This design comes from an exercise in tuning for small area, a short achievable clock period and few clock cycles on the open sky130 flow, not from production work. Function was checked by simulation only, so behaviour that the tests miss may differ from the original.

run F:
==> flow/design.v <==
module RegFile(
    input  logic        clk,
    input  logic [4:0]  ra1_i, ra2_i,
    output logic [31:0] rd1_o, rd2_o,
    input  logic        we_i, wen_i,
    input  logic [4:0]  wa_i,
    input  logic [31:0] wd_i
);
    logic [31:0] rf [1:31];
    genvar k;
    generate
        for (k = 1; k < 32; k++) begin : g_row
            logic wr, hold;
            assign wr   = we_i && wa_i == k;
            assign hold = wen_i || wa_i != k;
            always_ff @(posedge clk) begin
                rf[k] <= (rf[k] & {32{hold}}) | (wd_i & {32{wr}});
            end
        end
    endgenerate
    always_comb begin
        rd1_o = 32'h0;
        rd2_o = 32'h0;
        for (int i = 1; i < 32; i++) begin
            rd1_o = rd1_o | ({32{ra1_i == i}} & rf[i]);
            rd2_o = rd2_o | ({32{ra2_i == i}} & rf[i]);
        end
    end
endmodule
module ALU(
    input  logic [31:0] a_i, b_i,
    input  logic [2:0]  f3_i,
    input  logic        sub_i,
    input  logic        sra_i,
    output logic [31:0] res_o
);
    logic [31:0] bx, p, g, sum;
    logic [32:0] s33;
    logic        lt, ltu, left;
    logic [31:0] shin, shr, shl;
    logic [32:0] shr33;
    logic        selP, selG, selS, selL, selR, selLt, selLtu;
    assign bx  = b_i ^ {32{sub_i}};
    assign p   = a_i ^ bx;
    assign g   = a_i & bx;
    assign s33 = {1'b0, a_i} + {1'b0, bx} + {32'h0, sub_i};
    assign sum = s33[31:0];
    assign ltu = ~s33[32];
    assign lt  = (a_i[31] ^ b_i[31]) ? a_i[31] : sum[31];
    assign left = ~f3_i[2];
    always_comb begin
        for (int i = 0; i < 32; i++) shin[i] = left ? a_i[31 - i] : a_i[i];
    end
    assign shr33 = $signed({sra_i & a_i[31] & ~left, shin}) >>> b_i[4:0];
    assign shr   = shr33[31:0];
    always_comb begin
        for (int i = 0; i < 32; i++) shl[i] = shr[31 - i];
    end
    assign selP   = f3_i == 3'b100 || f3_i == 3'b110;
    assign selG   = f3_i == 3'b111 || f3_i == 3'b110;
    assign selS   = f3_i == 3'b000;
    assign selL   = f3_i == 3'b001;
    assign selR   = f3_i == 3'b101;
    assign selLt  = f3_i == 3'b010;
    assign selLtu = f3_i == 3'b011;
    assign res_o = ({32{selP}} & p)
                 | ({32{selG}} & g)
                 | ({32{selS}} & sum)
                 | ({32{selL}} & shl)
                 | ({32{selR}} & shr)
                 | {31'h0, (selLt & lt) | (selLtu & ltu)};
endmodule
module akarin_riscv(
   input  logic        clk, rst,
   output logic [31:2] ibus_addr,
   output logic [31:0] ibus_dataD,
   input  logic [31:0] ibus_dataQ,
   output logic        ibus_read, ibus_write,
   input  logic        ibus_ready,
   output logic [3:0]  ibus_byteSel,
   output logic        wb_valid,
   output logic [31:2] wb_pc,
   output logic [4:0]  wb_rd,
   output logic [31:0] wb_data
 );
   logic [31:2] fa;
   logic        outst;
   assign ibus_read    = ibus_ready | ~outst;
   assign ibus_addr    = fa;
   assign ibus_write   = 1'b0;
   assign ibus_dataD   = 32'h0;
   assign ibus_byteSel = 4'b1111;
   always_ff @(posedge clk) begin
      if (!rst) begin
         fa    <= 30'h0;
         outst <= 1'b0;
      end else begin
         outst <= 1'b1;
         if (ibus_read) fa <= fa + 30'h1;
      end
   end
   logic [31:0] q;
   logic        isOp, isImm, okOp, okImm, f7ok;
   assign q     = ibus_dataQ;
   assign isOp  = q[6:0] == 7'b0110011;
   assign isImm = q[6:0] == 7'b0010011;
   assign f7ok  = q[31:25] == 7'h00 || q[31:25] == 7'h20;
   assign okOp  = isOp  && (f7ok || (q[14:12] != 3'b000 && q[14:12] != 3'b101));
   assign okImm = isImm && (f7ok || q[14:12] != 3'b101);
   logic        v1, w1, op1;     
   logic [4:0]  rd1, rs1_1;
   logic [2:0]  f3_1;
   logic [11:0] hi1;             
   always_ff @(posedge clk) begin
      v1    <= rst & ibus_ready;
      w1    <= rst & ibus_ready & (okOp | okImm) & (q[11:7] != 5'h0);
      op1   <= q[5];
      rd1   <= q[11:7];
      rs1_1 <= q[19:15];
      f3_1  <= q[14:12];
      hi1   <= q[31:20];
   end
   logic [31:0] rfa, rfb, res;
   logic        w2, wn2, sub2, sra2, fwa, fwb;
   logic [4:0]  rd2;
   logic [2:0]  f3_2;
   logic [31:0] a2, b2;
   RegFile rfu (
      .clk,
      .ra1_i (rs1_1),
      .ra2_i (hi1[4:0]),
      .rd1_o (rfa),
      .rd2_o (rfb),
      .we_i  (w2),
      .wen_i (wn2),
      .wa_i  (rd2),
      .wd_i  (res)
   );
   assign fwa = w2 && rd2 == rs1_1;
   assign fwb = op1 && w2 && rd2 == hi1[4:0];
   always_ff @(posedge clk) begin
      w2   <= rst & w1;
      wn2  <= ~(rst & w1);
      rd2  <= rd1;
      f3_2 <= f3_1;
      sub2 <= (f3_1 == 3'b000) ? (op1 & hi1[10]) : (f3_1[2:1] == 2'b01);
      sra2 <= hi1[10];
      a2   <= fwa ? res : rfa;
      b2   <= fwb ? res : op1 ? rfb : {{20{hi1[11]}}, hi1};
   end
   ALU exu (
      .a_i   (a2),
      .b_i   (b2),
      .f3_i  (f3_2),
      .sub_i (sub2),
      .sra_i (sra2),
      .res_o (res)
   );
   always_ff @(posedge clk) begin
      wb_valid <= rst & w2;
      wb_rd    <= rd2;
      wb_data  <= res;
      wb_pc    <= fa - 30'd2 - {29'h0, v1};
   end
 endmodule
clock: 9.0 ns
lec_check: 0
cap_margin: 20
core_margin: 2
core_utilization: 40
place_density: 0.6
setup_slack_margin: 5
slew_margin: 20
standard.sh (not shown) runs the stock make flow with config.mk's settings and CLKGATE_MAP_FILE= SYNTH_SCRIPT=/design/flow/synth_recipe.tcl, a recipe that flattens the netlist after the stock synthesis.
==> flow/flow/run.sh <==
#!/bin/bash
# Standard ORFS flow (the standard.sh, unchanged synthesis) with some
# tool settings changed:
#  - ports are buffered with buf_1 instead of the default pick (a delay cell)
#  - the resizer may swap cells of different widths
#  - clock tree: larger sink clusters, no dummy loads
set -euo pipefail
bash standard.sh MATCH_CELL_FOOTPRINT=0 \
  "BUFFER_PORTS_ARGS=-buffer_cell sky130_fd_sc_hd__buf_1" \
  "CTS_ARGS=-sink_clustering_enable -repair_clock_nets -sink_clustering_size 20 -sink_clustering_max_diameter 100 -dont_use_dummy_load" \
  finish > flow.log 2>&1
Testbench counts of run F, summed over its fixed seeds: cycles 42,063.
Modified inputs, run A compared to run F
--- a/flow/design.v
+++ b/flow/design.v
@@ -1,9 +1,10 @@
 module RegFile(
     input  logic        clk,
-    input  logic [4:0]  ra1_i, ra2_i,
-    output logic [31:0] rd1_o, rd2_o,
+    input  logic [3:0]  ralo_i, rblo_i,    
+    input  logic [7:0]  rahi_i, rbhi_i,    
+    output logic [31:0] rda_o, rdb_o,
     input  logic        we_i, wen_i,
     input  logic [4:0]  wa_i,
     input  logic [31:0] wd_i
 );
     logic [31:0] rf [1:31];
@@ -17,15 +18,15 @@
                 rf[k] <= (rf[k] & {32{hold}}) | (wd_i & {32{wr}});
             end
         end
     endgenerate
     always_comb begin
-        rd1_o = 32'h0;
-        rd2_o = 32'h0;
+        rda_o = 32'h0;
+        rdb_o = 32'h0;
         for (int i = 1; i < 32; i++) begin
-            rd1_o = rd1_o | ({32{ra1_i == i}} & rf[i]);
-            rd2_o = rd2_o | ({32{ra2_i == i}} & rf[i]);
+            rda_o = rda_o | ({32{ralo_i[i % 4] & rahi_i[i / 4]}} & rf[i]);
+            rdb_o = rdb_o | ({32{rblo_i[i % 4] & rbhi_i[i / 4]}} & rf[i]);
         end
     end
 endmodule
 module ALU(
     input  logic [31:0] a_i, b_i,
@@ -106,49 +107,61 @@
    assign isImm = q[6:0] == 7'b0010011;
    assign f7ok  = q[31:25] == 7'h00 || q[31:25] == 7'h20;
    assign okOp  = isOp  && (f7ok || (q[14:12] != 3'b000 && q[14:12] != 3'b101));
    assign okImm = isImm && (f7ok || q[14:12] != 3'b101);
    logic        v1, w1, op1;     
-   logic [4:0]  rd1, rs1_1;
+   logic [4:0]  rd1;
    logic [2:0]  f3_1;
    logic [11:0] hi1;             
+   logic [3:0]  ralo1, rblo1;    
+   logic [7:0]  rahi1, rbhi1;    
+   logic        fwa1, fwb1;      
    always_ff @(posedge clk) begin
       v1    <= rst & ibus_ready;
       w1    <= rst & ibus_ready & (okOp | okImm) & (q[11:7] != 5'h0);
       op1   <= q[5];
       rd1   <= q[11:7];
-      rs1_1 <= q[19:15];
       f3_1  <= q[14:12];
       hi1   <= q[31:20];
+      for (int i = 0; i < 4; i++) begin
+         ralo1[i] <= q[16:15] == i;
+         rblo1[i] <= q[21:20] == i;
+      end
+      for (int i = 0; i < 8; i++) begin
+         rahi1[i] <= q[19:17] == i;
+         rbhi1[i] <= q[24:22] == i;
+      end
+      fwa1  <= w1 && rd1 == q[19:15];
+      fwb1  <= q[5] && w1 && rd1 == q[24:20];
    end
    logic [31:0] rfa, rfb, res;
-   logic        w2, wn2, sub2, sra2, fwa, fwb;
+   logic        w2, wn2, sub2, sra2;
    logic [4:0]  rd2;
    logic [2:0]  f3_2;
    logic [31:0] a2, b2;
    RegFile rfu (
       .clk,
-      .ra1_i (rs1_1),
-      .ra2_i (hi1[4:0]),
-      .rd1_o (rfa),
-      .rd2_o (rfb),
+      .ralo_i (ralo1),
+      .rahi_i (rahi1),
+      .rblo_i (rblo1),
+      .rbhi_i (rbhi1),
+      .rda_o (rfa),
+      .rdb_o (rfb),
       .we_i  (w2),
       .wen_i (wn2),
       .wa_i  (rd2),
       .wd_i  (res)
    );
-   assign fwa = w2 && rd2 == rs1_1;
-   assign fwb = op1 && w2 && rd2 == hi1[4:0];
    always_ff @(posedge clk) begin
       w2   <= rst & w1;
       wn2  <= ~(rst & w1);
       rd2  <= rd1;
       f3_2 <= f3_1;
       sub2 <= (f3_1 == 3'b000) ? (op1 & hi1[10]) : (f3_1[2:1] == 2'b01);
       sra2 <= hi1[10];
-      a2   <= fwa ? res : rfa;
-      b2   <= fwb ? res : op1 ? rfb : {{20{hi1[11]}}, hi1};
+      a2   <= fwa1 ? res : rfa;
+      b2   <= fwb1 ? res : op1 ? rfb : {{20{hi1[11]}}, hi1};
    end
    ALU exu (
       .a_i   (a2),
       .b_i   (b2),
       .f3_i  (f3_2),
==> run notes <==
The higher growth of design area from synthesis to finish of run A and run F is in run F. Measured against run F, the non-clock buffer count of run A comes out at 0.950 times the reference value. Share of the cycle needed by the critical path after routing: run A vs run F down 1.2 points. Run A and run F ended up with roughly the same post-route DRC violation count. On global-route met2 utilization: run A sits below run F.
Testbench counts of run A, summed over its fixed seeds: cycles 42,063.

[re-timing with driven ports]
Ports are ideal in the flow. The routed layouts listed here were re-timed in OpenROAD.
Step 1 (the two cells are an assumption about what drives the block):
set clk [get_ports {clk}]
set_driving_cell -lib_cell sky130_fd_sc_hd__clkbuf_16 $clk
set_driving_cell -lib_cell sky130_fd_sc_hd__buf_2 [delete_from_list [all_inputs] $clk]
Step 2 moves the port delays by t, midway between the first and last clock arrival at a register: inputs arrive t later, outputs are due t later. That takes back most of the time a late clock gives input paths.
a / b / c = no drivers / after step 1 / after step 2; a / b = the first two.
run	t, ns	setup WS [ns]	hold WS [ns]	slew at the worst register clock pin (ns)
run F	0.778	4.787 / 4.787 / 4.651	0.332 / 0.332 / 0.332	0.10 / 0.10
run A	0.767	4.893 / 4.893 / 4.893	0.401 / 0.401 / 0.401	0.09 / 0.09
After both steps every run listed still meets setup and hold. The setup slack of run F, which loses most, moves by 0.000 ns with the drivers and by -0.136 ns with both steps.
